This is an optimization exercise on Yosys and OpenROAD, whose aim is small area and a short achievable clock period, not a production implementation. At most, simulation tests tie the RTL to the original design; equivalence was not proved. Function not checked in run 2: the RTL went through the layout flow alone.

==> flow/design.v (outline; a module is shown in full before it is edited, if it fits) <==
// module c6288: 698 lines
// module mfa: 4 lines
module c6288 (clk, reset, N1_wire, N18_wire, N35_wire, N52_wire, N69_wire, N86_wire, N103_wire, N120_wire, N137_wire, N154_wire, N171_wire, N188_wire, N205_wire, N222_wire, N239_wire, N256_wire, N273_wire, N290_wire, N307_wire, N324_wire, N341_wire, N358_wire, N375_wire, N392_wire, N409_wire, N426_wire, N443_wire, N460_wire, N477_wire, N494_wire, N511_wire, N528_wire,
  N545, N1581, N1901, N2223, N2548, N2877, N3211, N3552, N3895, N4241, N4591, N4946, N5308, N5672, N5971, N6123, N6150, N6160, N6170, N6180, N6190, N6200, N6210, N6220, N6230, N6240, N6250, N6260, N6270, N6280, N6288, N6287);
  // ...
==> flow/run.sh <==
#!/bin/bash
# synth_recipe.tcl (not shown) runs the flow's synth.tcl, then flattens the netlist and writes it again
# the make line also repeats each setting of config.mk as NAME=value (left out here)
make -C /OpenROAD-flow-scripts/flow DESIGN_CONFIG=/design/flow/config.mk WORK_HOME=/design/flow/orfs CLKGATE_MAP_FILE= SYNTH_SCRIPT=/design/flow/synth_recipe.tcl finish
==> flow/config.mk <==
export PLATFORM = sky130hd
export DESIGN_NAME = c6288
export DESIGN_NICKNAME = c6288
export VERILOG_FILES = /design/flow/design.v
export SDC_FILE = /design/flow/constraint.sdc
export NUM_CORES = 4
export LEC_CHECK = 0
export CAP_MARGIN = 20
export CORE_MARGIN = 2
export CORE_UTILIZATION = 40
export SLEW_MARGIN = 20
export SYNTH_HIERARCHICAL = 1
==> flow/constraint.sdc <==
create_clock -name core_clock -period 14.0 [get_ports {clk}]
set_input_delay 2.8000 -clock core_clock [delete_from_list [all_inputs] [get_ports {clk}]]
set_output_delay 2.8000 -clock core_clock [all_outputs]
set_load 0.01 [all_outputs]
==> impl_metrics.py, run 1 <==
metrics = {
    "status": {
        "status": "finished clean",
    },
    "route": {
        "drc": 0,
        "via_per_inst": 5.40,
        "post_drt_wl_per_cell_um": 20.4,
    },
    "synthesis": {
        "synth-compound-area-share": 0.0826,
        "seq_area_frac_synth": 0.174,
        "synthesis.nets": 1084,
        "yosys-top-cells-count": "and2_1 (257), fa_1 (196), dfrtp_1 (64)",
        "synth-edff-count": 0,
    },
    "worst_setup_path": {
        "crit_chain": "and2_1 -> fa_1 -> fa_1 -> fa_1 -> fa_1 -> fa_1 -> fa_1 -> ha_1 -> nand2_1 -> o21ai_0 -> a211oi_1 -> a31oi_1 -> a31oi_1 -> o31ai_1 -> xor2_1",
        "timing.rr.start": "rb[4]",
        "endpoint": "rp[29]",
    },
    "sta": {
        "hold_viol": 0,
        "tightest_slew_ns": 0.802,
        "max_freq_mhz": 178,
    },
    "global_route": {
        "grt_max_degree": 65,
    },
    "floorplan": {
        "nWellTaps": 285,
        "die_area_um2": 24200,
    },
    "placed_design": {
        "hpwl_um": 17400,
    },
    "layout": {
        "final_net_count": 1119,
        "largest_reg_flops": 32,
        "top_regs": "rp x32, ra x16, rb x16",
    },
    "cts": {
        "ctsHoldBuffers": 0,
        "cts_tree": "yes",
    },
}
==> inputs of run 2 (changes only) <==
==> flow/design.v (replaced) <==
module c6288 (clk, reset, N1_wire, N18_wire, N35_wire, N52_wire, N69_wire, N86_wire, N103_wire, N120_wire, N137_wire, N154_wire, N171_wire, N188_wire, N205_wire, N222_wire, N239_wire, N256_wire, N273_wire, N290_wire, N307_wire, N324_wire, N341_wire, N358_wire, N375_wire, N392_wire, N409_wire, N426_wire, N443_wire, N460_wire, N477_wire, N494_wire, N511_wire, N528_wire,
  N545, N1581, N1901, N2223, N2548, N2877, N3211, N3552, N3895, N4241, N4591, N4946, N5308, N5672, N5971, N6123, N6150, N6160, N6170, N6180, N6190, N6200, N6210, N6220, N6230, N6240, N6250, N6260, N6270, N6280, N6288, N6287);
  input wire clk, reset;
  input wire N1_wire, N18_wire, N35_wire, N52_wire, N69_wire, N86_wire, N103_wire, N120_wire, N137_wire, N154_wire, N171_wire, N188_wire, N205_wire, N222_wire, N239_wire, N256_wire, N273_wire, N290_wire, N307_wire, N324_wire, N341_wire, N358_wire, N375_wire, N392_wire, N409_wire, N426_wire, N443_wire, N460_wire, N477_wire, N494_wire, N511_wire, N528_wire;
  output wire N545, N1581, N1901, N2223, N2548, N2877, N3211, N3552, N3895, N4241, N4591, N4946, N5308, N5672, N5971, N6123, N6150, N6160, N6170, N6180, N6190, N6200, N6210, N6220, N6230, N6240, N6250, N6260, N6270, N6280, N6288, N6287;
  reg [15:0] ra, rb;
  reg [31:0] rp;
  wire [31:0] p;
  always @(posedge clk or posedge reset)
    if (reset) ra <= 16'd0;
    else ra <= {N256_wire, N239_wire, N222_wire, N205_wire, N188_wire, N171_wire, N154_wire, N137_wire, N120_wire, N103_wire, N86_wire, N69_wire, N52_wire, N35_wire, N18_wire, N1_wire};
  always @(posedge clk or posedge reset)
    if (reset) rb <= 16'd0;
    else rb <= {N528_wire, N511_wire, N494_wire, N477_wire, N460_wire, N443_wire, N426_wire, N409_wire, N392_wire, N375_wire, N358_wire, N341_wire, N324_wire, N307_wire, N290_wire, N273_wire};
  always @(posedge clk or posedge reset)
    if (reset) rp <= 32'd0;
    else rp <= p;
  assign {N6287, N6288, N6280, N6270, N6260, N6250, N6240, N6230, N6220, N6210, N6200, N6190, N6180, N6170, N6160, N6150, N6123, N5971, N5672, N5308, N4946, N4591, N4241, N3895, N3552, N3211, N2877, N2548, N2223, N1901, N1581, N545} = rp;
  wire pp0_0 = ~((ra[0] & rb[0]));
  wire pp1_1 = ~((ra[0] & rb[1]));
  wire pp1_2 = ~((ra[1] & rb[0]));
  wire pp2_3 = ~((ra[0] & rb[2]));
  wire pp2_4 = ~((ra[1] & rb[1]));
  wire pp2_5 = ~((ra[2] & rb[0]));
  wire pp3_6 = ~((ra[0] & rb[3]));
  wire pp3_7 = ~((ra[1] & rb[2]));
  wire pp3_8 = ~((ra[2] & rb[1]));
  wire pp3_9 = ~((ra[3] & rb[0]));
  wire pp4_10 = ~((ra[0] & rb[4]));
  wire pp4_11 = ~((ra[1] & rb[3]));
  wire pp4_12 = ~((ra[2] & rb[2]));
  wire pp4_13 = ~((ra[3] & rb[1]));
  wire pp4_14 = ~((ra[4] & rb[0]));
  wire pp5_15 = ~((ra[0] & rb[5]));
  wire pp5_16 = ~((ra[1] & rb[4]));
  wire pp5_17 = ~((ra[2] & rb[3]));
  wire pp5_18 = ~((ra[3] & rb[2]));
  wire pp5_19 = ~((ra[4] & rb[1]));
  wire pp5_20 = ~((ra[5] & rb[0]));
  wire pp6_21 = ~((ra[0] & rb[6]));
  wire pp6_22 = ~((ra[1] & rb[5]));
  wire pp6_23 = ~((ra[2] & rb[4]));
  wire pp6_24 = ~((ra[3] & rb[3]));
  wire pp6_25 = ~((ra[4] & rb[2]));
  wire pp6_26 = ~((ra[5] & rb[1]));
  wire pp6_27 = ~((ra[6] & rb[0]));
  wire pp7_28 = ~((ra[0] & rb[7]));
  wire pp7_29 = ~((ra[1] & rb[6]));
  wire pp7_30 = ~((ra[2] & rb[5]));
  wire pp7_31 = ~((ra[3] & rb[4]));
  wire pp7_32 = ~((ra[4] & rb[3]));
  wire pp7_33 = ~((ra[5] & rb[2]));
  wire pp7_34 = ~((ra[6] & rb[1]));
  wire pp7_35 = ~((ra[7] & rb[0]));
  wire pp8_36 = ~((ra[0] & rb[8]));
  wire pp8_37 = ~((ra[1] & rb[7]));
  wire pp8_38 = ~((ra[2] & rb[6]));
  wire pp8_39 = ~((ra[3] & rb[5]));
  wire pp8_40 = ~((ra[4] & rb[4]));
  wire pp8_41 = ~((ra[5] & rb[3]));
  wire pp8_42 = ~((ra[6] & rb[2]));
  wire pp8_43 = ~((ra[7] & rb[1]));
  wire pp8_44 = ~((ra[8] & rb[0]));
  wire pp9_45 = ~((ra[0] & rb[9]));
  wire pp9_46 = ~((ra[1] & rb[8]));
  wire pp9_47 = ~((ra[2] & rb[7]));
  wire pp9_48 = ~((ra[3] & rb[6]));
  wire pp9_49 = ~((ra[4] & rb[5]));
  wire pp9_50 = ~((ra[5] & rb[4]));
  wire pp9_51 = ~((ra[6] & rb[3]));
  wire pp9_52 = ~((ra[7] & rb[2]));
  wire pp9_53 = ~((ra[8] & rb[1]));
  wire pp9_54 = ~((ra[9] & rb[0]));
  wire pp10_55 = ~((ra[0] & rb[10]));
  wire pp10_56 = ~((ra[1] & rb[9]));
  wire pp10_57 = ~((ra[2] & rb[8]));
  wire pp10_58 = ~((ra[3] & rb[7]));
  wire pp10_59 = ~((ra[4] & rb[6]));
  wire pp10_60 = ~((ra[5] & rb[5]));
  wire pp10_61 = ~((ra[6] & rb[4]));
  wire pp10_62 = ~((ra[7] & rb[3]));
  wire pp10_63 = ~((ra[8] & rb[2]));
  wire pp10_64 = ~((ra[9] & rb[1]));
  wire pp10_65 = ~((ra[10] & rb[0]));
  wire pp11_66 = ~((ra[0] & rb[11]));
  wire pp11_67 = ~((ra[1] & rb[10]));
  wire pp11_68 = ~((ra[2] & rb[9]));
  wire pp11_69 = ~((ra[3] & rb[8]));
  wire pp11_70 = ~((ra[4] & rb[7]));
  wire pp11_71 = ~((ra[5] & rb[6]));
  wire pp11_72 = ~((ra[6] & rb[5]));
  wire pp11_73 = ~((ra[7] & rb[4]));
  wire pp11_74 = ~((ra[8] & rb[3]));
  wire pp11_75 = ~((ra[9] & rb[2]));
  wire pp11_76 = ~((ra[10] & rb[1]));
  wire pp11_77 = ~((ra[11] & rb[0]));
  wire pp12_78 = ~((ra[0] & rb[12]));
  wire pp12_79 = ~((ra[1] & rb[11]));
  wire pp12_80 = ~((ra[2] & rb[10]));
  wire pp12_81 = ~((ra[3] & rb[9]));
  wire pp12_82 = ~((ra[4] & rb[8]));
  wire pp12_83 = ~((ra[5] & rb[7]));
  wire pp12_84 = ~((ra[6] & rb[6]));
  wire pp12_85 = ~((ra[7] & rb[5]));
  wire pp12_86 = ~((ra[8] & rb[4]));
  wire pp12_87 = ~((ra[9] & rb[3]));
  wire pp12_88 = ~((ra[10] & rb[2]));
  wire pp12_89 = ~((ra[11] & rb[1]));
  wire pp12_90 = ~((ra[12] & rb[0]));
  wire pp13_91 = ~((ra[0] & rb[13]));
  wire pp13_92 = ~((ra[1] & rb[12]));
  wire pp13_93 = ~((ra[2] & rb[11]));
  wire pp13_94 = ~((ra[3] & rb[10]));
  wire pp13_95 = ~((ra[4] & rb[9]));
  wire pp13_96 = ~((ra[5] & rb[8]));
  wire pp13_97 = ~((ra[6] & rb[7]));
  wire pp13_98 = ~((ra[7] & rb[6]));
  wire pp13_99 = ~((ra[8] & rb[5]));
  wire pp13_100 = ~((ra[9] & rb[4]));
  wire pp13_101 = ~((ra[10] & rb[3]));
  wire pp13_102 = ~((ra[11] & rb[2]));
  wire pp13_103 = ~((ra[12] & rb[1]));
  wire pp13_104 = ~((ra[13] & rb[0]));
  wire pp14_105 = ~((ra[0] & rb[14]));
  wire pp14_106 = ~((ra[1] & rb[13]));
  wire pp14_107 = ~((ra[2] & rb[12]));
  wire pp14_108 = ~((ra[3] & rb[11]));
  wire pp14_109 = ~((ra[4] & rb[10]));
  wire pp14_110 = ~((ra[5] & rb[9]));
  wire pp14_111 = ~((ra[6] & rb[8]));
  wire pp14_112 = ~((ra[7] & rb[7]));
  wire pp14_113 = ~((ra[8] & rb[6]));
  wire pp14_114 = ~((ra[9] & rb[5]));
  wire pp14_115 = ~((ra[10] & rb[4]));
  wire pp14_116 = ~((ra[11] & rb[3]));
  wire pp14_117 = ~((ra[12] & rb[2]));
  wire pp14_118 = ~((ra[13] & rb[1]));
  wire pp14_119 = ~((ra[14] & rb[0]));
  wire pp15_120 = ~((ra[0] & rb[15]));
  wire pp15_121 = ~((ra[1] & rb[14]));
  wire pp15_122 = ~((ra[2] & rb[13]));
  wire pp15_123 = ~((ra[3] & rb[12]));
  wire pp15_124 = ~((ra[4] & rb[11]));
  wire pp15_125 = ~((ra[5] & rb[10]));
  wire pp15_126 = ~((ra[6] & rb[9]));
  wire pp15_127 = ~((ra[7] & rb[8]));
  wire pp15_128 = ~((ra[8] & rb[7]));
  wire pp15_129 = ~((ra[9] & rb[6]));
  wire pp15_130 = ~((ra[10] & rb[5]));
  wire pp15_131 = ~((ra[11] & rb[4]));
  wire pp15_132 = ~((ra[12] & rb[3]));
  wire pp15_133 = ~((ra[13] & rb[2]));
  wire pp15_134 = ~((ra[14] & rb[1]));
  wire pp15_135 = ~((ra[15] & rb[0]));
  wire pp16_136 = ~((ra[1] & rb[15]));
  wire pp16_137 = ~((ra[2] & rb[14]));
  wire pp16_138 = ~((ra[3] & rb[13]));
  wire pp16_139 = ~((ra[4] & rb[12]));
  wire pp16_140 = ~((ra[5] & rb[11]));
  wire pp16_141 = ~((ra[6] & rb[10]));
  wire pp16_142 = ~((ra[7] & rb[9]));
  wire pp16_143 = ~((ra[8] & rb[8]));
  wire pp16_144 = ~((ra[9] & rb[7]));
  wire pp16_145 = ~((ra[10] & rb[6]));
  wire pp16_146 = ~((ra[11] & rb[5]));
  wire pp16_147 = ~((ra[12] & rb[4]));
  wire pp16_148 = ~((ra[13] & rb[3]));
  wire pp16_149 = ~((ra[14] & rb[2]));
  wire pp16_150 = ~((ra[15] & rb[1]));
  wire pp17_151 = ~((ra[2] & rb[15]));
  wire pp17_152 = ~((ra[3] & rb[14]));
  wire pp17_153 = ~((ra[4] & rb[13]));
  wire pp17_154 = ~((ra[5] & rb[12]));
  wire pp17_155 = ~((ra[6] & rb[11]));
  wire pp17_156 = ~((ra[7] & rb[10]));
  wire pp17_157 = ~((ra[8] & rb[9]));
  wire pp17_158 = ~((ra[9] & rb[8]));
  wire pp17_159 = ~((ra[10] & rb[7]));
  wire pp17_160 = ~((ra[11] & rb[6]));
  wire pp17_161 = ~((ra[12] & rb[5]));
  wire pp17_162 = ~((ra[13] & rb[4]));
  wire pp17_163 = ~((ra[14] & rb[3]));
  wire pp17_164 = ~((ra[15] & rb[2]));
  wire pp18_165 = ~((ra[3] & rb[15]));
  wire pp18_166 = ~((ra[4] & rb[14]));
  wire pp18_167 = ~((ra[5] & rb[13]));
  wire pp18_168 = ~((ra[6] & rb[12]));
  wire pp18_169 = ~((ra[7] & rb[11]));
  wire pp18_170 = ~((ra[8] & rb[10]));
  wire pp18_171 = ~((ra[9] & rb[9]));
  wire pp18_172 = ~((ra[10] & rb[8]));
  wire pp18_173 = ~((ra[11] & rb[7]));
  wire pp18_174 = ~((ra[12] & rb[6]));
  wire pp18_175 = ~((ra[13] & rb[5]));
  wire pp18_176 = ~((ra[14] & rb[4]));
  wire pp18_177 = ~((ra[15] & rb[3]));
  wire pp19_178 = ~((ra[4] & rb[15]));
  wire pp19_179 = ~((ra[5] & rb[14]));
  wire pp19_180 = ~((ra[6] & rb[13]));
  wire pp19_181 = ~((ra[7] & rb[12]));
  wire pp19_182 = ~((ra[8] & rb[11]));
  wire pp19_183 = ~((ra[9] & rb[10]));
  wire pp19_184 = ~((ra[10] & rb[9]));
  wire pp19_185 = ~((ra[11] & rb[8]));
  wire pp19_186 = ~((ra[12] & rb[7]));
  wire pp19_187 = ~((ra[13] & rb[6]));
  wire pp19_188 = ~((ra[14] & rb[5]));
  wire pp19_189 = ~((ra[15] & rb[4]));
  wire pp20_190 = ~((ra[5] & rb[15]));
  wire pp20_191 = ~((ra[6] & rb[14]));
  wire pp20_192 = ~((ra[7] & rb[13]));
  wire pp20_193 = ~((ra[8] & rb[12]));
  wire pp20_194 = ~((ra[9] & rb[11]));
  wire pp20_195 = ~((ra[10] & rb[10]));
  wire pp20_196 = ~((ra[11] & rb[9]));
  wire pp20_197 = ~((ra[12] & rb[8]));
  wire pp20_198 = ~((ra[13] & rb[7]));
  wire pp20_199 = ~((ra[14] & rb[6]));
  wire pp20_200 = ~((ra[15] & rb[5]));
  wire pp21_201 = ~((ra[6] & rb[15]));
  wire pp21_202 = ~((ra[7] & rb[14]));
  wire pp21_203 = ~((ra[8] & rb[13]));
  wire pp21_204 = ~((ra[9] & rb[12]));
  wire pp21_205 = ~((ra[10] & rb[11]));
  wire pp21_206 = ~((ra[11] & rb[10]));
  wire pp21_207 = ~((ra[12] & rb[9]));
  wire pp21_208 = ~((ra[13] & rb[8]));
  wire pp21_209 = ~((ra[14] & rb[7]));
  wire pp21_210 = ~((ra[15] & rb[6]));
  wire pp22_211 = ~((ra[7] & rb[15]));
  wire pp22_212 = ~((ra[8] & rb[14]));
  wire pp22_213 = ~((ra[9] & rb[13]));
  wire pp22_214 = ~((ra[10] & rb[12]));
  wire pp22_215 = ~((ra[11] & rb[11]));
  wire pp22_216 = ~((ra[12] & rb[10]));
  wire pp22_217 = ~((ra[13] & rb[9]));
  wire pp22_218 = ~((ra[14] & rb[8]));
  wire pp22_219 = ~((ra[15] & rb[7]));
  wire pp23_220 = ~((ra[8] & rb[15]));
  wire pp23_221 = ~((ra[9] & rb[14]));
  wire pp23_222 = ~((ra[10] & rb[13]));
  wire pp23_223 = ~((ra[11] & rb[12]));
  wire pp23_224 = ~((ra[12] & rb[11]));
  wire pp23_225 = ~((ra[13] & rb[10]));
  wire pp23_226 = ~((ra[14] & rb[9]));
  wire pp23_227 = ~((ra[15] & rb[8]));
  wire pp24_228 = ~((ra[9] & rb[15]));
  wire pp24_229 = ~((ra[10] & rb[14]));
  wire pp24_230 = ~((ra[11] & rb[13]));
  wire pp24_231 = ~((ra[12] & rb[12]));
  wire pp24_232 = ~((ra[13] & rb[11]));
  wire pp24_233 = ~((ra[14] & rb[10]));
  wire pp24_234 = ~((ra[15] & rb[9]));
  wire pp25_235 = ~((ra[10] & rb[15]));
  wire pp25_236 = ~((ra[11] & rb[14]));
  wire pp25_237 = ~((ra[12] & rb[13]));
  wire pp25_238 = ~((ra[13] & rb[12]));
  wire pp25_239 = ~((ra[14] & rb[11]));
  wire pp25_240 = ~((ra[15] & rb[10]));
  wire pp26_241 = ~((ra[11] & rb[15]));
  wire pp26_242 = ~((ra[12] & rb[14]));
  wire pp26_243 = ~((ra[13] & rb[13]));
  wire pp26_244 = ~((ra[14] & rb[12]));
  wire pp26_245 = ~((ra[15] & rb[11]));
  wire pp27_246 = ~((ra[12] & rb[15]));
  wire pp27_247 = ~((ra[13] & rb[14]));
  wire pp27_248 = ~((ra[14] & rb[13]));
  wire pp27_249 = ~((ra[15] & rb[12]));
  wire pp28_250 = ~((ra[13] & rb[15]));
  wire pp28_251 = ~((ra[14] & rb[14]));
  wire pp28_252 = ~((ra[15] & rb[13]));
  wire pp29_253 = ~((ra[14] & rb[15]));
  wire pp29_254 = ~((ra[15] & rb[14]));
  wire pp30_255 = ~((ra[15] & rb[15]));
  wire hs0, hc0;
  mhan u_ha0 (.a(pp13_100), .b(pp13_101), .s(hs0), .co(hc0));
  wire s0, c0;
  mfa u_fa0 (.a(pp14_105), .b(pp14_106), .c(pp14_107), .s(s0), .co(c0));
  wire hs1, hc1;
  mhan u_ha1 (.a(pp14_108), .b(pp14_109), .s(hs1), .co(hc1));
  wire s1, c1;
  mfa u_fa1 (.a(pp15_120), .b(pp15_121), .c(pp15_122), .s(s1), .co(c1));
  wire s2, c2;
  mfa u_fa2 (.a(pp15_123), .b(pp15_124), .c(pp15_125), .s(s2), .co(c2));
  wire hs2, hc2;
  mhan u_ha2 (.a(pp15_126), .b(pp15_127), .s(hs2), .co(hc2));
  wire s3, c3;
  mfa u_fa3 (.a(pp16_136), .b(pp16_137), .c(pp16_138), .s(s3), .co(c3));
  wire s4, c4;
  mfa u_fa4 (.a(pp16_139), .b(pp16_140), .c(pp16_141), .s(s4), .co(c4));
  wire hs3, hc3;
  mhan u_ha3 (.a(pp16_142), .b(pp16_143), .s(hs3), .co(hc3));
  wire s5, c5;
  mfa u_fa5 (.a(pp17_151), .b(pp17_152), .c(pp17_153), .s(s5), .co(c5));
  wire s6, c6;
  mfa u_fa6 (.a(pp17_154), .b(pp17_155), .c(pp17_156), .s(s6), .co(c6));
  wire s7, c7;
  mfa u_fa7 (.a(pp18_165), .b(pp18_166), .c(pp18_167), .s(s7), .co(c7));
  wire hs4, hc4;
  mhan u_ha4 (.a(pp9_45), .b(pp9_46), .s(hs4), .co(hc4));
  wire s8, c8;
  mfa u_fa8 (.a(pp10_55), .b(pp10_56), .c(pp10_57), .s(s8), .co(c8));
  wire hs5, hc5;
  mhan u_ha5 (.a(pp10_58), .b(pp10_59), .s(hs5), .co(hc5));
  wire s9, c9;
  mfa u_fa9 (.a(pp11_66), .b(pp11_67), .c(pp11_68), .s(s9), .co(c9));
  wire s10, c10;
  mfa u_fa10 (.a(pp11_69), .b(pp11_70), .c(pp11_71), .s(s10), .co(c10));
  wire hs6, hc6;
  mhan u_ha6 (.a(pp11_72), .b(pp11_73), .s(hs6), .co(hc6));
  wire s11, c11;
  mfa u_fa11 (.a(pp12_78), .b(pp12_79), .c(pp12_80), .s(s11), .co(c11));
  wire s12, c12;
  mfa u_fa12 (.a(pp12_81), .b(pp12_82), .c(pp12_83), .s(s12), .co(c12));
  wire s13, c13;
  mfa u_fa13 (.a(pp12_84), .b(pp12_85), .c(pp12_86), .s(s13), .co(c13));
  wire hs7, hc7;
  mhan u_ha7 (.a(pp12_87), .b(pp12_88), .s(hs7), .co(hc7));
  wire s14, c14;
  mfa u_fa14 (.a(pp13_102), .b(pp13_103), .c(pp13_104), .s(s14), .co(c14));
  wire s15, c15;
  mfa u_fa15 (.a(pp13_91), .b(pp13_92), .c(pp13_93), .s(s15), .co(c15));
  wire s16, c16;
  mfa u_fa16 (.a(pp13_94), .b(pp13_95), .c(pp13_96), .s(s16), .co(c16));
  wire s17, c17;
  mfa u_fa17 (.a(pp13_97), .b(pp13_98), .c(pp13_99), .s(s17), .co(c17));
  wire s18, c18;
  mfa u_fa18 (.a(pp14_110), .b(pp14_111), .c(pp14_112), .s(s18), .co(c18));
  wire s19, c19;
  mfa u_fa19 (.a(pp14_113), .b(pp14_114), .c(pp14_115), .s(s19), .co(c19));
  wire s20, c20;
  mfa u_fa20 (.a(pp14_116), .b(pp14_117), .c(pp14_118), .s(s20), .co(c20));
  wire s21, c21;
  mfa u_fa21 (.a(pp14_119), .b(hc0), .c(hs1), .s(s21), .co(c21));
  wire s22, c22;
  mfa u_fa22 (.a(pp15_128), .b(pp15_129), .c(pp15_130), .s(s22), .co(c22));
  wire s23, c23;
  mfa u_fa23 (.a(pp15_131), .b(pp15_132), .c(pp15_133), .s(s23), .co(c23));
  wire s24, c24;
  mfa u_fa24 (.a(pp15_134), .b(pp15_135), .c(hc1), .s(s24), .co(c24));
  wire s25, c25;
  mfa u_fa25 (.a(hs2), .b(c0), .c(s1), .s(s25), .co(c25));
  wire s26, c26;
  mfa u_fa26 (.a(pp16_144), .b(pp16_145), .c(pp16_146), .s(s26), .co(c26));
  wire s27, c27;
  mfa u_fa27 (.a(pp16_147), .b(pp16_148), .c(pp16_149), .s(s27), .co(c27));
  wire s28, c28;
  mfa u_fa28 (.a(pp16_150), .b(hc2), .c(hs3), .s(s28), .co(c28));
  wire s29, c29;
  mfa u_fa29 (.a(c1), .b(c2), .c(s3), .s(s29), .co(c29));
  wire s30, c30;
  mfa u_fa30 (.a(pp17_157), .b(pp17_158), .c(pp17_159), .s(s30), .co(c30));
  wire s31, c31;
  mfa u_fa31 (.a(pp17_160), .b(pp17_161), .c(pp17_162), .s(s31), .co(c31));
  wire s32, c32;
  mfa u_fa32 (.a(pp17_163), .b(pp17_164), .c(hc3), .s(s32), .co(c32));
  wire s33, c33;
  mfa u_fa33 (.a(c3), .b(c4), .c(s5), .s(s33), .co(c33));
  wire s34, c34;
  mfa u_fa34 (.a(pp18_168), .b(pp18_169), .c(pp18_170), .s(s34), .co(c34));
  wire s35, c35;
  mfa u_fa35 (.a(pp18_171), .b(pp18_172), .c(pp18_173), .s(s35), .co(c35));
  wire s36, c36;
  mfa u_fa36 (.a(pp18_174), .b(pp18_175), .c(pp18_176), .s(s36), .co(c36));
  wire s37, c37;
  mfa u_fa37 (.a(pp18_177), .b(c5), .c(c6), .s(s37), .co(c37));
  wire s38, c38;
  mfa u_fa38 (.a(pp19_178), .b(pp19_179), .c(pp19_180), .s(s38), .co(c38));
  wire s39, c39;
  mfa u_fa39 (.a(pp19_181), .b(pp19_182), .c(pp19_183), .s(s39), .co(c39));
  wire s40, c40;
  mfa u_fa40 (.a(pp19_184), .b(pp19_185), .c(pp19_186), .s(s40), .co(c40));
  wire s41, c41;
  mfa u_fa41 (.a(pp19_187), .b(pp19_188), .c(pp19_189), .s(s41), .co(c41));
  wire s42, c42;
  mfa u_fa42 (.a(pp20_190), .b(pp20_191), .c(pp20_192), .s(s42), .co(c42));
  wire s43, c43;
  mfa u_fa43 (.a(pp20_193), .b(pp20_194), .c(pp20_195), .s(s43), .co(c43));
  wire s44, c44;
  mfa u_fa44 (.a(pp20_196), .b(pp20_197), .c(pp20_198), .s(s44), .co(c44));
  wire s45, c45;
  mfa u_fa45 (.a(pp21_201), .b(pp21_202), .c(pp21_203), .s(s45), .co(c45));
  wire s46, c46;
  mfa u_fa46 (.a(pp21_204), .b(pp21_205), .c(pp21_206), .s(s46), .co(c46));
  wire s47, c47;
  mfa u_fa47 (.a(pp22_211), .b(pp22_212), .c(pp22_213), .s(s47), .co(c47));
  wire hs8, hc8;
  mhan u_ha8 (.a(pp6_21), .b(pp6_22), .s(hs8), .co(hc8));
  wire s48, c48;
  mfa u_fa48 (.a(pp7_28), .b(pp7_29), .c(pp7_30), .s(s48), .co(c48));
  wire hs9, hc9;
  mhan u_ha9 (.a(pp7_31), .b(pp7_32), .s(hs9), .co(hc9));
  wire s49, c49;
  mfa u_fa49 (.a(pp8_36), .b(pp8_37), .c(pp8_38), .s(s49), .co(c49));
  wire s50, c50;
  mfa u_fa50 (.a(pp8_39), .b(pp8_40), .c(pp8_41), .s(s50), .co(c50));
  wire hs10, hc10;
  mhan u_ha10 (.a(pp8_42), .b(pp8_43), .s(hs10), .co(hc10));
  wire s51, c51;
  mfa u_fa51 (.a(pp9_47), .b(pp9_48), .c(pp9_49), .s(s51), .co(c51));
  wire s52, c52;
  mfa u_fa52 (.a(pp9_50), .b(pp9_51), .c(pp9_52), .s(s52), .co(c52));
  wire s53, c53;
  mfa u_fa53 (.a(pp9_53), .b(pp9_54), .c(hs4), .s(s53), .co(c53));
  wire s54, c54;
  mfa u_fa54 (.a(pp10_60), .b(pp10_61), .c(pp10_62), .s(s54), .co(c54));
  wire s55, c55;
  mfa u_fa55 (.a(pp10_63), .b(pp10_64), .c(pp10_65), .s(s55), .co(c55));
  wire s56, c56;
  mfa u_fa56 (.a(hc4), .b(hs5), .c(s8), .s(s56), .co(c56));
  wire s57, c57;
  mfa u_fa57 (.a(pp11_74), .b(pp11_75), .c(pp11_76), .s(s57), .co(c57));
  wire s58, c58;
  mfa u_fa58 (.a(pp11_77), .b(hc5), .c(hs6), .s(s58), .co(c58));
  wire s59, c59;
  mfa u_fa59 (.a(c8), .b(s10), .c(s9), .s(s59), .co(c59));
  wire s60, c60;
  mfa u_fa60 (.a(pp12_89), .b(pp12_90), .c(hc6), .s(s60), .co(c60));
  wire s61, c61;
  mfa u_fa61 (.a(hs7), .b(c10), .c(c9), .s(s61), .co(c61));
  wire s62, c62;
  mfa u_fa62 (.a(s11), .b(s12), .c(s13), .s(s62), .co(c62));
  wire s63, c63;
  mfa u_fa63 (.a(hc7), .b(hs0), .c(c11), .s(s63), .co(c63));
  wire s64, c64;
  mfa u_fa64 (.a(c12), .b(c13), .c(s14), .s(s64), .co(c64));
  wire s65, c65;
  mfa u_fa65 (.a(s15), .b(s16), .c(s17), .s(s65), .co(c65));
  wire s66, c66;
  mfa u_fa66 (.a(c14), .b(c15), .c(c16), .s(s66), .co(c66));
  wire s67, c67;
  mfa u_fa67 (.a(c17), .b(s0), .c(s18), .s(s67), .co(c67));
  wire s68, c68;
  mfa u_fa68 (.a(s19), .b(s20), .c(s21), .s(s68), .co(c68));
  wire s69, c69;
  mfa u_fa69 (.a(c18), .b(c19), .c(c20), .s(s69), .co(c69));
  wire s70, c70;
  mfa u_fa70 (.a(s2), .b(s22), .c(s23), .s(s70), .co(c70));
  wire s71, c71;
  mfa u_fa71 (.a(c21), .b(s24), .c(s25), .s(s71), .co(c71));
  wire s72, c72;
  mfa u_fa72 (.a(c22), .b(c23), .c(s26), .s(s72), .co(c72));
  wire s73, c73;
  mfa u_fa73 (.a(s27), .b(s4), .c(c24), .s(s73), .co(c73));
  wire s74, c74;
  mfa u_fa74 (.a(s28), .b(c25), .c(s29), .s(s74), .co(c74));
  wire s75, c75;
  mfa u_fa75 (.a(c26), .b(c27), .c(s30), .s(s75), .co(c75));
  wire s76, c76;
  mfa u_fa76 (.a(s31), .b(s6), .c(c28), .s(s76), .co(c76));
  wire s77, c77;
  mfa u_fa77 (.a(s32), .b(c29), .c(s33), .s(s77), .co(c77));
  wire s78, c78;
  mfa u_fa78 (.a(c30), .b(c31), .c(s34), .s(s78), .co(c78));
  wire s79, c79;
  mfa u_fa79 (.a(s35), .b(s36), .c(s7), .s(s79), .co(c79));
  wire s80, c80;
  mfa u_fa80 (.a(c32), .b(c33), .c(s37), .s(s80), .co(c80));
  wire s81, c81;
  mfa u_fa81 (.a(c34), .b(c35), .c(c36), .s(s81), .co(c81));
  wire s82, c82;
  mfa u_fa82 (.a(c7), .b(s38), .c(s39), .s(s82), .co(c82));
  wire s83, c83;
  mfa u_fa83 (.a(s40), .b(s41), .c(c37), .s(s83), .co(c83));
  wire s84, c84;
  mfa u_fa84 (.a(pp20_199), .b(pp20_200), .c(c38), .s(s84), .co(c84));
  wire s85, c85;
  mfa u_fa85 (.a(c39), .b(c40), .c(c41), .s(s85), .co(c85));
  wire s86, c86;
  mfa u_fa86 (.a(s42), .b(s43), .c(s44), .s(s86), .co(c86));
  wire s87, c87;
  mfa u_fa87 (.a(pp21_207), .b(pp21_208), .c(pp21_209), .s(s87), .co(c87));
  wire s88, c88;
  mfa u_fa88 (.a(pp21_210), .b(c42), .c(c43), .s(s88), .co(c88));
  wire s89, c89;
  mfa u_fa89 (.a(c44), .b(s45), .c(s46), .s(s89), .co(c89));
  wire s90, c90;
  mfa u_fa90 (.a(pp22_214), .b(pp22_215), .c(pp22_216), .s(s90), .co(c90));
  wire s91, c91;
  mfa u_fa91 (.a(pp22_217), .b(pp22_218), .c(pp22_219), .s(s91), .co(c91));
  wire s92, c92;
  mfa u_fa92 (.a(c45), .b(c46), .c(s47), .s(s92), .co(c92));
  wire s93, c93;
  mfa u_fa93 (.a(pp23_220), .b(pp23_221), .c(pp23_222), .s(s93), .co(c93));
  wire s94, c94;
  mfa u_fa94 (.a(pp23_223), .b(pp23_224), .c(pp23_225), .s(s94), .co(c94));
  wire s95, c95;
  mfa u_fa95 (.a(pp23_226), .b(pp23_227), .c(c47), .s(s95), .co(c95));
  wire s96, c96;
  mfa u_fa96 (.a(pp24_228), .b(pp24_229), .c(pp24_230), .s(s96), .co(c96));
  wire s97, c97;
  mfa u_fa97 (.a(pp24_231), .b(pp24_232), .c(pp24_233), .s(s97), .co(c97));
  wire s98, c98;
  mfa u_fa98 (.a(pp25_235), .b(pp25_236), .c(pp25_237), .s(s98), .co(c98));
  wire hs11, hc11;
  mhan u_ha11 (.a(pp4_10), .b(pp4_11), .s(hs11), .co(hc11));
  wire s99, c99;
  mfa u_fa99 (.a(pp5_15), .b(pp5_16), .c(pp5_17), .s(s99), .co(c99));
  wire hs12, hc12;
  mhan u_ha12 (.a(pp5_18), .b(pp5_19), .s(hs12), .co(hc12));
  wire s100, c100;
  mfa u_fa100 (.a(pp6_23), .b(pp6_24), .c(pp6_25), .s(s100), .co(c100));
  wire s101, c101;
  mfa u_fa101 (.a(pp6_26), .b(pp6_27), .c(hs8), .s(s101), .co(c101));
  wire s102, c102;
  mfa u_fa102 (.a(pp7_33), .b(pp7_34), .c(pp7_35), .s(s102), .co(c102));
  wire s103, c103;
  mfa u_fa103 (.a(hc8), .b(hs9), .c(s48), .s(s103), .co(c103));
  wire s104, c104;
  mfa u_fa104 (.a(pp8_44), .b(hc9), .c(hs10), .s(s104), .co(c104));
  wire s105, c105;
  mfa u_fa105 (.a(c48), .b(s49), .c(s50), .s(s105), .co(c105));
  wire s106, c106;
  mfa u_fa106 (.a(hc10), .b(c49), .c(c50), .s(s106), .co(c106));
  wire s107, c107;
  mfa u_fa107 (.a(s51), .b(s52), .c(s53), .s(s107), .co(c107));
  wire s108, c108;
  mfa u_fa108 (.a(c51), .b(c52), .c(s54), .s(s108), .co(c108));
  wire s109, c109;
  mfa u_fa109 (.a(s55), .b(c53), .c(s56), .s(s109), .co(c109));
  wire s110, c110;
  mfa u_fa110 (.a(c54), .b(c55), .c(s57), .s(s110), .co(c110));
  wire s111, c111;
  mfa u_fa111 (.a(s58), .b(c56), .c(s59), .s(s111), .co(c111));
  wire s112, c112;
  mfa u_fa112 (.a(c57), .b(c58), .c(s60), .s(s112), .co(c112));
  wire s113, c113;
  mfa u_fa113 (.a(c59), .b(s61), .c(s62), .s(s113), .co(c113));
  wire s114, c114;
  mfa u_fa114 (.a(c60), .b(c61), .c(c62), .s(s114), .co(c114));
  wire s115, c115;
  mfa u_fa115 (.a(s63), .b(s64), .c(s65), .s(s115), .co(c115));
  wire s116, c116;
  mfa u_fa116 (.a(c63), .b(c64), .c(c65), .s(s116), .co(c116));
  wire s117, c117;
  mfa u_fa117 (.a(s66), .b(s67), .c(s68), .s(s117), .co(c117));
  wire s118, c118;
  mfa u_fa118 (.a(c66), .b(c67), .c(s69), .s(s118), .co(c118));
  wire s119, c119;
  mfa u_fa119 (.a(s70), .b(c68), .c(s71), .s(s119), .co(c119));
  wire s120, c120;
  mfa u_fa120 (.a(c69), .b(c70), .c(s72), .s(s120), .co(c120));
  wire s121, c121;
  mfa u_fa121 (.a(s73), .b(c71), .c(s74), .s(s121), .co(c121));
  wire s122, c122;
  mfa u_fa122 (.a(c72), .b(s75), .c(c73), .s(s122), .co(c122));
  wire s123, c123;
  mfa u_fa123 (.a(s76), .b(c74), .c(s77), .s(s123), .co(c123));
  wire s124, c124;
  mfa u_fa124 (.a(c75), .b(s78), .c(s79), .s(s124), .co(c124));
  wire s125, c125;
  mfa u_fa125 (.a(c76), .b(c77), .c(s80), .s(s125), .co(c125));
  wire s126, c126;
  mfa u_fa126 (.a(c78), .b(c79), .c(s81), .s(s126), .co(c126));
  wire s127, c127;
  mfa u_fa127 (.a(s82), .b(c80), .c(s83), .s(s127), .co(c127));
  wire s128, c128;
  mfa u_fa128 (.a(c81), .b(c82), .c(s84), .s(s128), .co(c128));
  wire s129, c129;
  mfa u_fa129 (.a(s85), .b(s86), .c(c83), .s(s129), .co(c129));
  wire s130, c130;
  mfa u_fa130 (.a(s87), .b(c84), .c(c85), .s(s130), .co(c130));
  wire s131, c131;
  mfa u_fa131 (.a(c86), .b(s88), .c(s89), .s(s131), .co(c131));
  wire s132, c132;
  mfa u_fa132 (.a(c87), .b(s90), .c(s91), .s(s132), .co(c132));
  wire s133, c133;
  mfa u_fa133 (.a(c88), .b(c89), .c(s92), .s(s133), .co(c133));
  wire s134, c134;
  mfa u_fa134 (.a(c90), .b(c91), .c(s93), .s(s134), .co(c134));
  wire s135, c135;
  mfa u_fa135 (.a(s94), .b(c92), .c(s95), .s(s135), .co(c135));
  wire s136, c136;
  mfa u_fa136 (.a(pp24_234), .b(c93), .c(c94), .s(s136), .co(c136));
  wire s137, c137;
  mfa u_fa137 (.a(s96), .b(s97), .c(c95), .s(s137), .co(c137));
  wire s138, c138;
  mfa u_fa138 (.a(pp25_238), .b(pp25_239), .c(pp25_240), .s(s138), .co(c138));
  wire s139, c139;
  mfa u_fa139 (.a(c96), .b(c97), .c(s98), .s(s139), .co(c139));
  wire s140, c140;
  mfa u_fa140 (.a(pp26_241), .b(pp26_242), .c(pp26_243), .s(s140), .co(c140));
  wire s141, c141;
  mfa u_fa141 (.a(pp26_244), .b(pp26_245), .c(c98), .s(s141), .co(c141));
  wire s142, c142;
  mfa u_fa142 (.a(pp27_246), .b(pp27_247), .c(pp27_248), .s(s142), .co(c142));
  wire hs13, hc13;
  mhan u_ha13 (.a(pp3_6), .b(pp3_7), .s(hs13), .co(hc13));
  wire s143, c143;
  mfa u_fa143 (.a(pp4_12), .b(pp4_13), .c(pp4_14), .s(s143), .co(c143));
  wire s144, c144;
  mfa u_fa144 (.a(pp5_20), .b(hc11), .c(hs12), .s(s144), .co(c144));
  wire s145, c145;
  mfa u_fa145 (.a(hc12), .b(c99), .c(s100), .s(s145), .co(c145));
  wire s146, c146;
  mfa u_fa146 (.a(c100), .b(s102), .c(c101), .s(s146), .co(c146));
  wire s147, c147;
  mfa u_fa147 (.a(c102), .b(s104), .c(c103), .s(s147), .co(c147));
  wire s148, c148;
  mfa u_fa148 (.a(c104), .b(c105), .c(s106), .s(s148), .co(c148));
  wire s149, c149;
  mfa u_fa149 (.a(c106), .b(s108), .c(c107), .s(s149), .co(c149));
  wire s150, c150;
  mfa u_fa150 (.a(c108), .b(s110), .c(c109), .s(s150), .co(c150));
  wire s151, c151;
  mfa u_fa151 (.a(c110), .b(s112), .c(c111), .s(s151), .co(c151));
  wire s152, c152;
  mfa u_fa152 (.a(c112), .b(c113), .c(s114), .s(s152), .co(c152));
  wire s153, c153;
  mfa u_fa153 (.a(c114), .b(c115), .c(s116), .s(s153), .co(c153));
  wire s154, c154;
  mfa u_fa154 (.a(c116), .b(s118), .c(c117), .s(s154), .co(c154));
  wire s155, c155;
  mfa u_fa155 (.a(c118), .b(s120), .c(c119), .s(s155), .co(c155));
  wire s156, c156;
  mfa u_fa156 (.a(c120), .b(s122), .c(c121), .s(s156), .co(c156));
  wire s157, c157;
  mfa u_fa157 (.a(s124), .b(c122), .c(c123), .s(s157), .co(c157));
  wire s158, c158;
  mfa u_fa158 (.a(c124), .b(s126), .c(c125), .s(s158), .co(c158));
  wire s159, c159;
  mfa u_fa159 (.a(c126), .b(s128), .c(s129), .s(s159), .co(c159));
  wire s160, c160;
  mfa u_fa160 (.a(c128), .b(s130), .c(s131), .s(s160), .co(c160));
  wire s161, c161;
  mfa u_fa161 (.a(s132), .b(c130), .c(c131), .s(s161), .co(c161));
  wire s162, c162;
  mfa u_fa162 (.a(c132), .b(s134), .c(c133), .s(s162), .co(c162));
  wire s163, c163;
  mfa u_fa163 (.a(c134), .b(s136), .c(c135), .s(s163), .co(c163));
  wire s164, c164;
  mfa u_fa164 (.a(s138), .b(c136), .c(s139), .s(s164), .co(c164));
  wire s165, c165;
  mfa u_fa165 (.a(c138), .b(s140), .c(c139), .s(s165), .co(c165));
  wire s166, c166;
  mfa u_fa166 (.a(pp27_249), .b(c140), .c(s142), .s(s166), .co(c166));
  wire s167, c167;
  mfa u_fa167 (.a(pp28_250), .b(pp28_251), .c(pp28_252), .s(s167), .co(c167));
  wire hs14, hc14;
  mhan u_ha14 (.a(pp2_3), .b(pp2_4), .s(hs14), .co(hc14));
  wire s168, c168;
  mfa u_fa168 (.a(pp3_8), .b(pp3_9), .c(hs13), .s(s168), .co(c168));
  wire s169, c169;
  mfa u_fa169 (.a(hc13), .b(hs11), .c(s143), .s(s169), .co(c169));
  wire s170, c170;
  mfa u_fa170 (.a(c143), .b(s99), .c(s144), .s(s170), .co(c170));
  wire s171, c171;
  mfa u_fa171 (.a(c144), .b(s101), .c(s145), .s(s171), .co(c171));
  wire s172, c172;
  mfa u_fa172 (.a(c145), .b(s103), .c(s146), .s(s172), .co(c172));
  wire s173, c173;
  mfa u_fa173 (.a(s105), .b(c146), .c(s147), .s(s173), .co(c173));
  wire s174, c174;
  mfa u_fa174 (.a(s107), .b(c147), .c(s148), .s(s174), .co(c174));
  wire s175, c175;
  mfa u_fa175 (.a(c148), .b(s109), .c(s149), .s(s175), .co(c175));
  wire s176, c176;
  mfa u_fa176 (.a(s111), .b(c149), .c(s150), .s(s176), .co(c176));
  wire s177, c177;
  mfa u_fa177 (.a(s113), .b(c150), .c(s151), .s(s177), .co(c177));
  wire s178, c178;
  mfa u_fa178 (.a(s115), .b(c151), .c(s152), .s(s178), .co(c178));
  wire s179, c179;
  mfa u_fa179 (.a(s117), .b(c152), .c(s153), .s(s179), .co(c179));
  wire s180, c180;
  mfa u_fa180 (.a(c153), .b(s119), .c(s154), .s(s180), .co(c180));
  wire s181, c181;
  mfa u_fa181 (.a(s121), .b(c154), .c(s155), .s(s181), .co(c181));
  wire s182, c182;
  mfa u_fa182 (.a(s123), .b(c155), .c(s156), .s(s182), .co(c182));
  wire s183, c183;
  mfa u_fa183 (.a(s125), .b(c156), .c(s157), .s(s183), .co(c183));
  wire s184, c184;
  mfa u_fa184 (.a(s127), .b(c157), .c(s158), .s(s184), .co(c184));
  wire s185, c185;
  mfa u_fa185 (.a(c127), .b(c158), .c(s159), .s(s185), .co(c185));
  wire s186, c186;
  mfa u_fa186 (.a(c129), .b(s160), .c(c159), .s(s186), .co(c186));
  wire s187, c187;
  mfa u_fa187 (.a(s133), .b(c160), .c(s161), .s(s187), .co(c187));
  wire s188, c188;
  mfa u_fa188 (.a(s135), .b(c161), .c(s162), .s(s188), .co(c188));
  wire s189, c189;
  mfa u_fa189 (.a(s137), .b(c162), .c(s163), .s(s189), .co(c189));
  wire s190, c190;
  mfa u_fa190 (.a(c137), .b(s164), .c(c163), .s(s190), .co(c190));
  wire s191, c191;
  mfa u_fa191 (.a(s141), .b(c164), .c(s165), .s(s191), .co(c191));
  wire s192, c192;
  mfa u_fa192 (.a(c141), .b(s166), .c(c165), .s(s192), .co(c192));
  wire s193, c193;
  mfa u_fa193 (.a(c142), .b(s167), .c(c166), .s(s193), .co(c193));
  wire s194, c194;
  mfa u_fa194 (.a(pp29_253), .b(pp29_254), .c(c167), .s(s194), .co(c194));
  wire [31:0] opx = {1'b1, pp30_255, s194, s193, c191, s191, c189, c188, c187, s187, c185, c184, c183, c182, c181, c180, c179, c178, c177, c176, c175, c174, c173, c172, c171, c170, c169, c168, hc14, pp2_5, pp1_1, pp0_0};
  wire [31:0] opy = {1'b1, c194, c193, c192, s192, c190, s190, s189, s188, c186, s186, s185, s184, s183, s182, s181, s180, s179, s178, s177, s176, s175, s174, s173, s172, s171, s170, s169, s168, hs14, pp1_2, 1'b1};
  fadd u_add (.x(opx), .y(opy), .p(p));
endmodule
module mfa (input wire a, input wire b, input wire c, output wire s, output wire co);
  assign s = a ^ b ^ c;
  assign co = (a & b) | (a & c) | (b & c);
endmodule
module mhan (input wire a, input wire b, output wire s, output wire co);
  g_xnor2 u_s (a, b, s);
  g_or2 u_c (a, b, co);
endmodule
module fadd (input wire [31:0] x, input wire [31:0] y, output wire [31:0] p);
  wire n0;
  g_nor2 u0 (x[1], y[1], n0);
  wire n1;
  g_nand2 u1 (x[1], y[1], n1);
  wire n2;
  g_xor2 u2 (x[1], y[1], n2);
  wire n3;
  g_nor2 u3 (x[2], y[2], n3);
  wire n4;
  g_nand2 u4 (x[2], y[2], n4);
  wire n5;
  g_xor2 u5 (x[2], y[2], n5);
  wire n6;
  g_nor2 u6 (x[3], y[3], n6);
  wire n7;
  g_nand2 u7 (x[3], y[3], n7);
  wire n8;
  g_xor2 u8 (x[3], y[3], n8);
  wire n9;
  g_nor2 u9 (x[4], y[4], n9);
  wire n10;
  g_nand2 u10 (x[4], y[4], n10);
  wire n11;
  g_xor2 u11 (x[4], y[4], n11);
  wire n12;
  g_nor2 u12 (x[5], y[5], n12);
  wire n13;
  g_nand2 u13 (x[5], y[5], n13);
  wire n14;
  g_xor2 u14 (x[5], y[5], n14);
  wire n15;
  g_nor2 u15 (x[6], y[6], n15);
  wire n16;
  g_nand2 u16 (x[6], y[6], n16);
  wire n17;
  g_xor2 u17 (x[6], y[6], n17);
  wire n18;
  g_nor2 u18 (x[7], y[7], n18);
  wire n19;
  g_nand2 u19 (x[7], y[7], n19);
  wire n20;
  g_xor2 u20 (x[7], y[7], n20);
  wire n21;
  g_nor2 u21 (x[8], y[8], n21);
  wire n22;
  g_nand2 u22 (x[8], y[8], n22);
  wire n23;
  g_xor2 u23 (x[8], y[8], n23);
  wire n24;
  g_nor2 u24 (x[9], y[9], n24);
  wire n25;
  g_nand2 u25 (x[9], y[9], n25);
  wire n26;
  g_xor2 u26 (x[9], y[9], n26);
  wire n27;
  g_nor2 u27 (x[10], y[10], n27);
  wire n28;
  g_nand2 u28 (x[10], y[10], n28);
  wire n29;
  g_xor2 u29 (x[10], y[10], n29);
  wire n30;
  g_nor2 u30 (x[11], y[11], n30);
  wire n31;
  g_nand2 u31 (x[11], y[11], n31);
  wire n32;
  g_xor2 u32 (x[11], y[11], n32);
  wire n33;
  g_nor2 u33 (x[12], y[12], n33);
  wire n34;
  g_nand2 u34 (x[12], y[12], n34);
  wire n35;
  g_xor2 u35 (x[12], y[12], n35);
  wire n36;
  g_nor2 u36 (x[13], y[13], n36);
  wire n37;
  g_nand2 u37 (x[13], y[13], n37);
  wire n38;
  g_xor2 u38 (x[13], y[13], n38);
  wire n39;
  g_nor2 u39 (x[14], y[14], n39);
  wire n40;
  g_nand2 u40 (x[14], y[14], n40);
  wire n41;
  g_xor2 u41 (x[14], y[14], n41);
  wire n42;
  g_nor2 u42 (x[15], y[15], n42);
  wire n43;
  g_nand2 u43 (x[15], y[15], n43);
  wire n44;
  g_xor2 u44 (x[15], y[15], n44);
  wire n45;
  g_nor2 u45 (x[16], y[16], n45);
  wire n46;
  g_nand2 u46 (x[16], y[16], n46);
  wire n47;
  g_xor2 u47 (x[16], y[16], n47);
  wire n48;
  g_nor2 u48 (x[17], y[17], n48);
  wire n49;
  g_nand2 u49 (x[17], y[17], n49);
  wire n50;
  g_xor2 u50 (x[17], y[17], n50);
  wire n51;
  g_nor2 u51 (x[18], y[18], n51);
  wire n52;
  g_nand2 u52 (x[18], y[18], n52);
  wire n53;
  g_xor2 u53 (x[18], y[18], n53);
  wire n54;
  g_nor2 u54 (x[19], y[19], n54);
  wire n55;
  g_nand2 u55 (x[19], y[19], n55);
  wire n56;
  g_xor2 u56 (x[19], y[19], n56);
  wire n57;
  g_nor2 u57 (x[20], y[20], n57);
  wire n58;
  g_nand2 u58 (x[20], y[20], n58);
  wire n59;
  g_xor2 u59 (x[20], y[20], n59);
  wire n60;
  g_nor2 u60 (x[21], y[21], n60);
  wire n61;
  g_nand2 u61 (x[21], y[21], n61);
  wire n62;
  g_xor2 u62 (x[21], y[21], n62);
  wire n63;
  g_nor2 u63 (x[22], y[22], n63);
  wire n64;
  g_nand2 u64 (x[22], y[22], n64);
  wire n65;
  g_xor2 u65 (x[22], y[22], n65);
  wire n66;
  g_nor2 u66 (x[23], y[23], n66);
  wire n67;
  g_nand2 u67 (x[23], y[23], n67);
  wire n68;
  g_xor2 u68 (x[23], y[23], n68);
  wire n69;
  g_nor2 u69 (x[24], y[24], n69);
  wire n70;
  g_nand2 u70 (x[24], y[24], n70);
  wire n71;
  g_xor2 u71 (x[24], y[24], n71);
  wire n72;
  g_nor2 u72 (x[25], y[25], n72);
  wire n73;
  g_nand2 u73 (x[25], y[25], n73);
  wire n74;
  g_xor2 u74 (x[25], y[25], n74);
  wire n75;
  g_nor2 u75 (x[26], y[26], n75);
  wire n76;
  g_nand2 u76 (x[26], y[26], n76);
  wire n77;
  g_xor2 u77 (x[26], y[26], n77);
  wire n78;
  g_nor2 u78 (x[27], y[27], n78);
  wire n79;
  g_nand2 u79 (x[27], y[27], n79);
  wire n80;
  g_xor2 u80 (x[27], y[27], n80);
  wire n81;
  g_nor2 u81 (x[28], y[28], n81);
  wire n82;
  g_nand2 u82 (x[28], y[28], n82);
  wire n83;
  g_xor2 u83 (x[28], y[28], n83);
  wire n84;
  g_nor2 u84 (x[29], y[29], n84);
  wire n85;
  g_nand2 u85 (x[29], y[29], n85);
  wire n86;
  g_xor2 u86 (x[29], y[29], n86);
  wire n87;
  g_nor2 u87 (x[30], y[30], n87);
  wire n88;
  g_nand2 u88 (x[30], y[30], n88);
  wire n89;
  g_xor2 u89 (x[30], y[30], n89);
  wire n90;
  g_aoi21 u90 (n7, n3, n6, n90);
  wire n91;
  g_nand2 u91 (n7, n4, n91);
  wire n92;
  g_aoi21 u92 (n13, n9, n12, n92);
  wire n93;
  g_nand2 u93 (n13, n10, n93);
  wire n94;
  g_aoi21 u94 (n19, n15, n18, n94);
  wire n95;
  g_nand2 u95 (n19, n16, n95);
  wire n96;
  g_aoi21 u96 (n25, n21, n24, n96);
  wire n97;
  g_nand2 u97 (n25, n22, n97);
  wire n98;
  g_aoi21 u98 (n31, n27, n30, n98);
  wire n99;
  g_nand2 u99 (n31, n28, n99);
  wire n100;
  g_aoi21 u100 (n37, n33, n36, n100);
  wire n101;
  g_nand2 u101 (n37, n34, n101);
  wire n102;
  g_aoi21 u102 (n43, n39, n42, n102);
  wire n103;
  g_nand2 u103 (n43, n40, n103);
  wire n104;
  g_aoi21 u104 (n49, n45, n48, n104);
  wire n105;
  g_nand2 u105 (n49, n46, n105);
  wire n106;
  g_aoi21 u106 (n55, n51, n54, n106);
  wire n107;
  g_nand2 u107 (n55, n52, n107);
  wire n108;
  g_aoi21 u108 (n61, n57, n60, n108);
  wire n109;
  g_nand2 u109 (n61, n58, n109);
  wire n110;
  g_aoi21 u110 (n67, n63, n66, n110);
  wire n111;
  g_nand2 u111 (n67, n64, n111);
  wire n112;
  g_aoi21 u112 (n73, n69, n72, n112);
  wire n113;
  g_nand2 u113 (n73, n70, n113);
  wire n114;
  g_aoi21 u114 (n79, n75, n78, n114);
  wire n115;
  g_nand2 u115 (n79, n76, n115);
  wire n116;
  g_aoi21 u116 (n85, n81, n84, n116);
  wire n117;
  g_nand2 u117 (n85, n82, n117);
  wire n118;
  g_inv u118 (n0, n118);
  wire n119;
  g_oai21 u119 (n91, n118, n90, n119);
  wire n120;
  g_oai21 u120 (n95, n92, n94, n120);
  wire n121;
  g_nor2 u121 (n95, n93, n121);
  wire n122;
  g_oai21 u122 (n99, n96, n98, n122);
  wire n123;
  g_nor2 u123 (n99, n97, n123);
  wire n124;
  g_oai21 u124 (n103, n100, n102, n124);
  wire n125;
  g_nor2 u125 (n103, n101, n125);
  wire n126;
  g_oai21 u126 (n107, n104, n106, n126);
  wire n127;
  g_nor2 u127 (n107, n105, n127);
  wire n128;
  g_oai21 u128 (n111, n108, n110, n128);
  wire n129;
  g_nor2 u129 (n111, n109, n129);
  wire n130;
  g_oai21 u130 (n115, n112, n114, n130);
  wire n131;
  g_nor2 u131 (n115, n113, n131);
  wire n132;
  g_aoi21 u132 (n121, n119, n120, n132);
  wire n133;
  g_aoi21 u133 (n125, n122, n124, n133);
  wire n134;
  g_nand2 u134 (n125, n123, n134);
  wire n135;
  g_aoi21 u135 (n129, n126, n128, n135);
  wire n136;
  g_nand2 u136 (n129, n127, n136);
  wire n137;
  g_oai21 u137 (n134, n132, n133, n137);
  wire n138;
  g_inv u138 (n137, n138);
  wire n139;
  g_oai21 u139 (n136, n138, n135, n139);
  wire n140;
  g_inv u140 (n132, n140);
  wire n141;
  g_aoi21 u141 (n123, n140, n122, n141);
  wire n142;
  g_aoi21 u142 (n127, n137, n126, n142);
  wire n143;
  g_aoi21 u143 (n131, n139, n130, n143);
  wire n144;
  g_inv u144 (n119, n144);
  wire n145;
  g_oai21 u145 (n93, n144, n92, n145);
  wire n146;
  g_oai21 u146 (n97, n132, n96, n146);
  wire n147;
  g_oai21 u147 (n101, n141, n100, n147);
  wire n148;
  g_inv u148 (n137, n148);
  wire n149;
  g_oai21 u149 (n105, n148, n104, n149);
  wire n150;
  g_oai21 u150 (n109, n142, n108, n150);
  wire n151;
  g_inv u151 (n139, n151);
  wire n152;
  g_oai21 u152 (n113, n151, n112, n152);
  wire n153;
  g_oai21 u153 (n117, n143, n116, n153);
  wire n154;
  g_aoi21 u154 (n4, n0, n3, n154);
  wire n155;
  g_aoi21 u155 (n10, n119, n9, n155);
  wire n156;
  g_aoi21 u156 (n16, n145, n15, n156);
  wire n157;
  g_inv u157 (n132, n157);
  wire n158;
  g_aoi21 u158 (n22, n157, n21, n158);
  wire n159;
  g_aoi21 u159 (n28, n146, n27, n159);
  wire n160;
  g_inv u160 (n141, n160);
  wire n161;
  g_aoi21 u161 (n34, n160, n33, n161);
  wire n162;
  g_aoi21 u162 (n40, n147, n39, n162);
  wire n163;
  g_aoi21 u163 (n46, n137, n45, n163);
  wire n164;
  g_aoi21 u164 (n52, n149, n51, n164);
  wire n165;
  g_inv u165 (n142, n165);
  wire n166;
  g_aoi21 u166 (n58, n165, n57, n166);
  wire n167;
  g_aoi21 u167 (n64, n150, n63, n167);
  wire n168;
  g_aoi21 u168 (n70, n139, n69, n168);
  wire n169;
  g_aoi21 u169 (n76, n152, n75, n169);
  wire n170;
  g_inv u170 (n143, n170);
  wire n171;
  g_aoi21 u171 (n82, n170, n81, n171);
  wire n172;
  g_aoi21 u172 (n88, n153, n87, n172);
  assign p[0] = ~x[0];
  assign p[1] = n2;
  wire n173;
  g_xor2 u173 (n5, n0, n173);
  assign p[2] = n173;
  wire n174;
  g_xnor2 u174 (n8, n154, n174);
  assign p[3] = n174;
  wire n175;
  g_xor2 u175 (n11, n119, n175);
  assign p[4] = n175;
  wire n176;
  g_xnor2 u176 (n14, n155, n176);
  assign p[5] = n176;
  wire n177;
  g_xor2 u177 (n17, n145, n177);
  assign p[6] = n177;
  wire n178;
  g_xnor2 u178 (n20, n156, n178);
  assign p[7] = n178;
  wire n179;
  g_xnor2 u179 (n23, n132, n179);
  assign p[8] = n179;
  wire n180;
  g_xnor2 u180 (n26, n158, n180);
  assign p[9] = n180;
  wire n181;
  g_xor2 u181 (n29, n146, n181);
  assign p[10] = n181;
  wire n182;
  g_xnor2 u182 (n32, n159, n182);
  assign p[11] = n182;
  wire n183;
  g_xnor2 u183 (n35, n141, n183);
  assign p[12] = n183;
  wire n184;
  g_xnor2 u184 (n38, n161, n184);
  assign p[13] = n184;
  wire n185;
  g_xor2 u185 (n41, n147, n185);
  assign p[14] = n185;
  wire n186;
  g_xnor2 u186 (n44, n162, n186);
  assign p[15] = n186;
  wire n187;
  g_xor2 u187 (n47, n137, n187);
  assign p[16] = n187;
  wire n188;
  g_xnor2 u188 (n50, n163, n188);
  assign p[17] = n188;
  wire n189;
  g_xor2 u189 (n53, n149, n189);
  assign p[18] = n189;
  wire n190;
  g_xnor2 u190 (n56, n164, n190);
  assign p[19] = n190;
  wire n191;
  g_xnor2 u191 (n59, n142, n191);
  assign p[20] = n191;
  wire n192;
  g_xnor2 u192 (n62, n166, n192);
  assign p[21] = n192;
  wire n193;
  g_xor2 u193 (n65, n150, n193);
  assign p[22] = n193;
  wire n194;
  g_xnor2 u194 (n68, n167, n194);
  assign p[23] = n194;
  wire n195;
  g_xor2 u195 (n71, n139, n195);
  assign p[24] = n195;
  wire n196;
  g_xnor2 u196 (n74, n168, n196);
  assign p[25] = n196;
  wire n197;
  g_xor2 u197 (n77, n152, n197);
  assign p[26] = n197;
  wire n198;
  g_xnor2 u198 (n80, n169, n198);
  assign p[27] = n198;
  wire n199;
  g_xnor2 u199 (n83, n143, n199);
  assign p[28] = n199;
  wire n200;
  g_xnor2 u200 (n86, n171, n200);
  assign p[29] = n200;
  wire n201;
  g_xor2 u201 (n89, n153, n201);
  assign p[30] = n201;
  assign p[31] = ~n172;
endmodule
module g_aoi21 (input wire a, input wire b, input wire c, output wire y);
  assign y = ~((a & b) | c);
endmodule
module g_inv (input wire a, output wire y);
  assign y = ~a;
endmodule
module g_nand2 (input wire a, input wire b, output wire y);
  assign y = ~(a & b);
endmodule
module g_nor2 (input wire a, input wire b, output wire y);
  assign y = ~(a | b);
endmodule
module g_oai21 (input wire a, input wire b, input wire c, output wire y);
  assign y = ~((a | b) & c);
endmodule
module g_or2 (input wire a, input wire b, output wire y);
  assign y = a | b;
endmodule
module g_xnor2 (input wire a, input wire b, output wire y);
  assign y = ~(a ^ b);
endmodule
module g_xor2 (input wire a, input wire b, output wire y);
  assign y = a ^ b;
endmodule
==> run 2 against run 1 <==
Net effect: still clean on timing, DRC and antenna; global-route usage down 2.6 points; non-clock buffer count unchanged; critical path type unchanged; fmax down 4.1%; sequential share of layout area up 1.7 points.
==> impl_metrics.py, run 2 <==
metrics = {
    "placed_design": {
        "place_congestion": 0.851,
        "placed_area_um2": 8970,
        "dpl_worst_slack_ns": 8.16,
        "io_buffers": 65,
        "dp_cells": 1095,
        "hpwl_um": 14500,
    },
    "sta": {
        "tns_ns": 0,
        "tightest_slew_ns": 0.809,
        "period_share": 0.419,
        "slew_headroom": 0.460,
        "slew_viol_final": 0,
        "hold_viol": 0,
        "min_period_ns": 5.87,
        "grt_setup_unrepaired": "no",
        "setup-violations-final": 0,
        "max_freq_mhz": 170,
        "hold_slack_ns": 0.874,
        "fin_skew_ns": 0.0116,
        "worst_slack_ns": 8.13,
    },
    "floorplan": {
        "ioPinCount": 66,
        "start_util": 0.408,
        "die_y_um": 153,
        "coreArea_um2": 21800,
        "die_w_um": 153,
        "die_area_um2": 23500,
        "core.rowCount": 54,
    },
    "layout": {
        "stdcell_area_um2": 9290,
        "syn_to_final_growth_pct": 4.38,
        "fin_cells": 1111,
        "layout_commonest_cell": "nand2_1",
        "antenna_cells": 0,
        "n_fill_cell": 2111,
        "largest_reg_flops": 32,
        "drive_gt1_frac": 0.0686,
        "top_regs": "rp x32, ra x16, rb x16",
        "final_net_count": 1055,
        "final_cell_mix": "nand2_1 (297), fa_1 (195), clkdlybuf4s50_1 (65), dfrtp_1 (64), xor2_1 (41)",
        "regMostFlops": "rp",
        "post-route-util": 0.426,
    },
    "worst_setup_path": {
        "start_kind": "register",
        "path_max_fanout": 16,
        "cp.arrival_ns": 6.10,
        "worstSetupEndpointType": "register",
        "path_class": "register to register",
        "crit_required_ns": 14.23,
        "timing.rr.start": "rb[3]",
        "critPathLaunch": "rb[3]",
    },
    "cts": {
        "cts_buffer_depth": 2,
        "cts.sink_count": 64,
        "ctsHoldBuffers": 0,
        "cts_made_buffers": 9,
        "path_clk_slew_ns": 0.07,
        "cts_root_buf": "clkbuf_16",
        "post-cts-setup-buffer-count": 0,
        "cts_tree": "yes",
        "clk_latency_ns": 0.35,
        "cts.htree.levels": 3,
        "cts_resized": 0,
    },
    "hold_path": {
        "hp-start": "ra[0]",
        "hp-class": "register to register",
    },
    "synthesis": {
        "synth_area_um2": 8900,
        "syn_inst": 843,
        "syn_area_per_cell_um2": 10.6,
        "synthesis.nets": 1072,
        "yosysWarningCount": 7,
    },
    "route": {
        "drc": 0,
        "drtIter0Drc": 341,
        "first_pass_iters": 5,
        "postRouteWirelength_um": 19700,
        "post_drt_wl_per_cell_um": 17.7,
        "via_per_inst": 5.04,
        "vias": 5594,
        "drtAntennaViolNets": 0,
    },
    "status": {
        "status": "finished clean",
    },
    "global_route": {
        "grtUsageTotal": 0.179,
        "antenna_found_initial": 0,
        "grt.overflow.total": 0,
        "grt_pass1_vias": 6135,
        "grt_max_degree": 65,
        "grt_pass1_wl_um": 32600,
    },
    "job": {
        "drv_cap": 0,
    },
}
==> run 2: cell types whose count changed in the layout (fill, tap and decap cells not counted), moves of 15 or more <==
cell     change
ha_1        -45
nand2_1    +281
o21ai_1     +15
and2_1     -257
a21oi_2     +30
xnor2_1     +19
nor2_1      +21
or2_1       +15
xor2_1      +31
a21oi_1     -25
==> run 2: cell type report <==
cell class                      instances  area (um^2)  share of cell area
Clock buffer                            9          225              0.0242
Multi-Input combinational cell        672         6310               0.679
Inverter                               13         48.8             0.00525
Sequential cell                        64         1600               0.172
Tap cell                              280          350              0.0377
Clock inverter                          7          103              0.0110
Timing Repair Buffer                   66          658              0.0708
==> run 2: worst max-delay path, cell delays in order (launching register included) <==
cell and delay [ns]:
dfrtp_1 0.80, nand2_1 0.17, or2_1 0.31, fa_1 0.53, fa_1 0.43, fa_1 0.39, fa_1 0.51, fa_1 0.47
nand2_1 0.13, nand2_1 0.08, nor2_1 0.17, nand2_1 0.08, o21ai_1 0.61, inv_1 0.10, o21ai_1 0.42, inv_1 0.08
o21ai_1 0.23, a21oi_2 0.09, xnor2_1 0.13
==> run 2: per-layer routing <==
layer / up-vias / wire (um) / part of all wire / track usage
met5: - / 0 / 0 / 0
met4: 0 / 484 / 0.025 / 0.0719
met3: 26 / 1170 / 0.059 / 0.0269
met2: 202 / 9630 / 0.49 / 0.295
met1: 2908 / 8390 / 0.43 / 0.239
li1: 2458 / - / - / -
==> run 2: final timing paths <==
kind	to	slack, ns	cells after the start
setup / recovery	rp[27]	8.13	18
hold / removal	rp[0]	0.87	2
setup reg to reg	rp[27]	8.13	18
hold reg to reg	rp[0]	0.87	2
max in group asynchronous	rp[16]	10.46	3
min in group asynchronous	ra[0]	3.00	3

static timing again, ports no longer ideal:
No port has a modelled driver above. Below, the same layouts with a new extraction and two added sets of constraints. Step 1 assumes that a clkbuf_16 drives the clock port and a buf_2 every other input. Step 2 times the ports against the registers' clock, not the clock port: input delays grow and output delays shrink by t, the midpoint of the rising clock arrivals with the driver on. Slacks: ideal ports / drivers / drivers and shift; pairs: ideal ports / drivers.
run	shift t [ns]	setup slack, ns	hold WS [ns]	slew at the worst register clock pin (ns)	worst data-port slew with drivers (ns)
run 1	0.389	8.374 / 8.374 / 8.374	0.822 / 0.822 / 0.822	0.06 / 0.06	0.04
run 2	0.392	8.133 / 8.133 / 8.133	0.874 / 0.874 / 0.874	0.07 / 0.07	0.03
After both steps setup and hold are still met in every run listed.
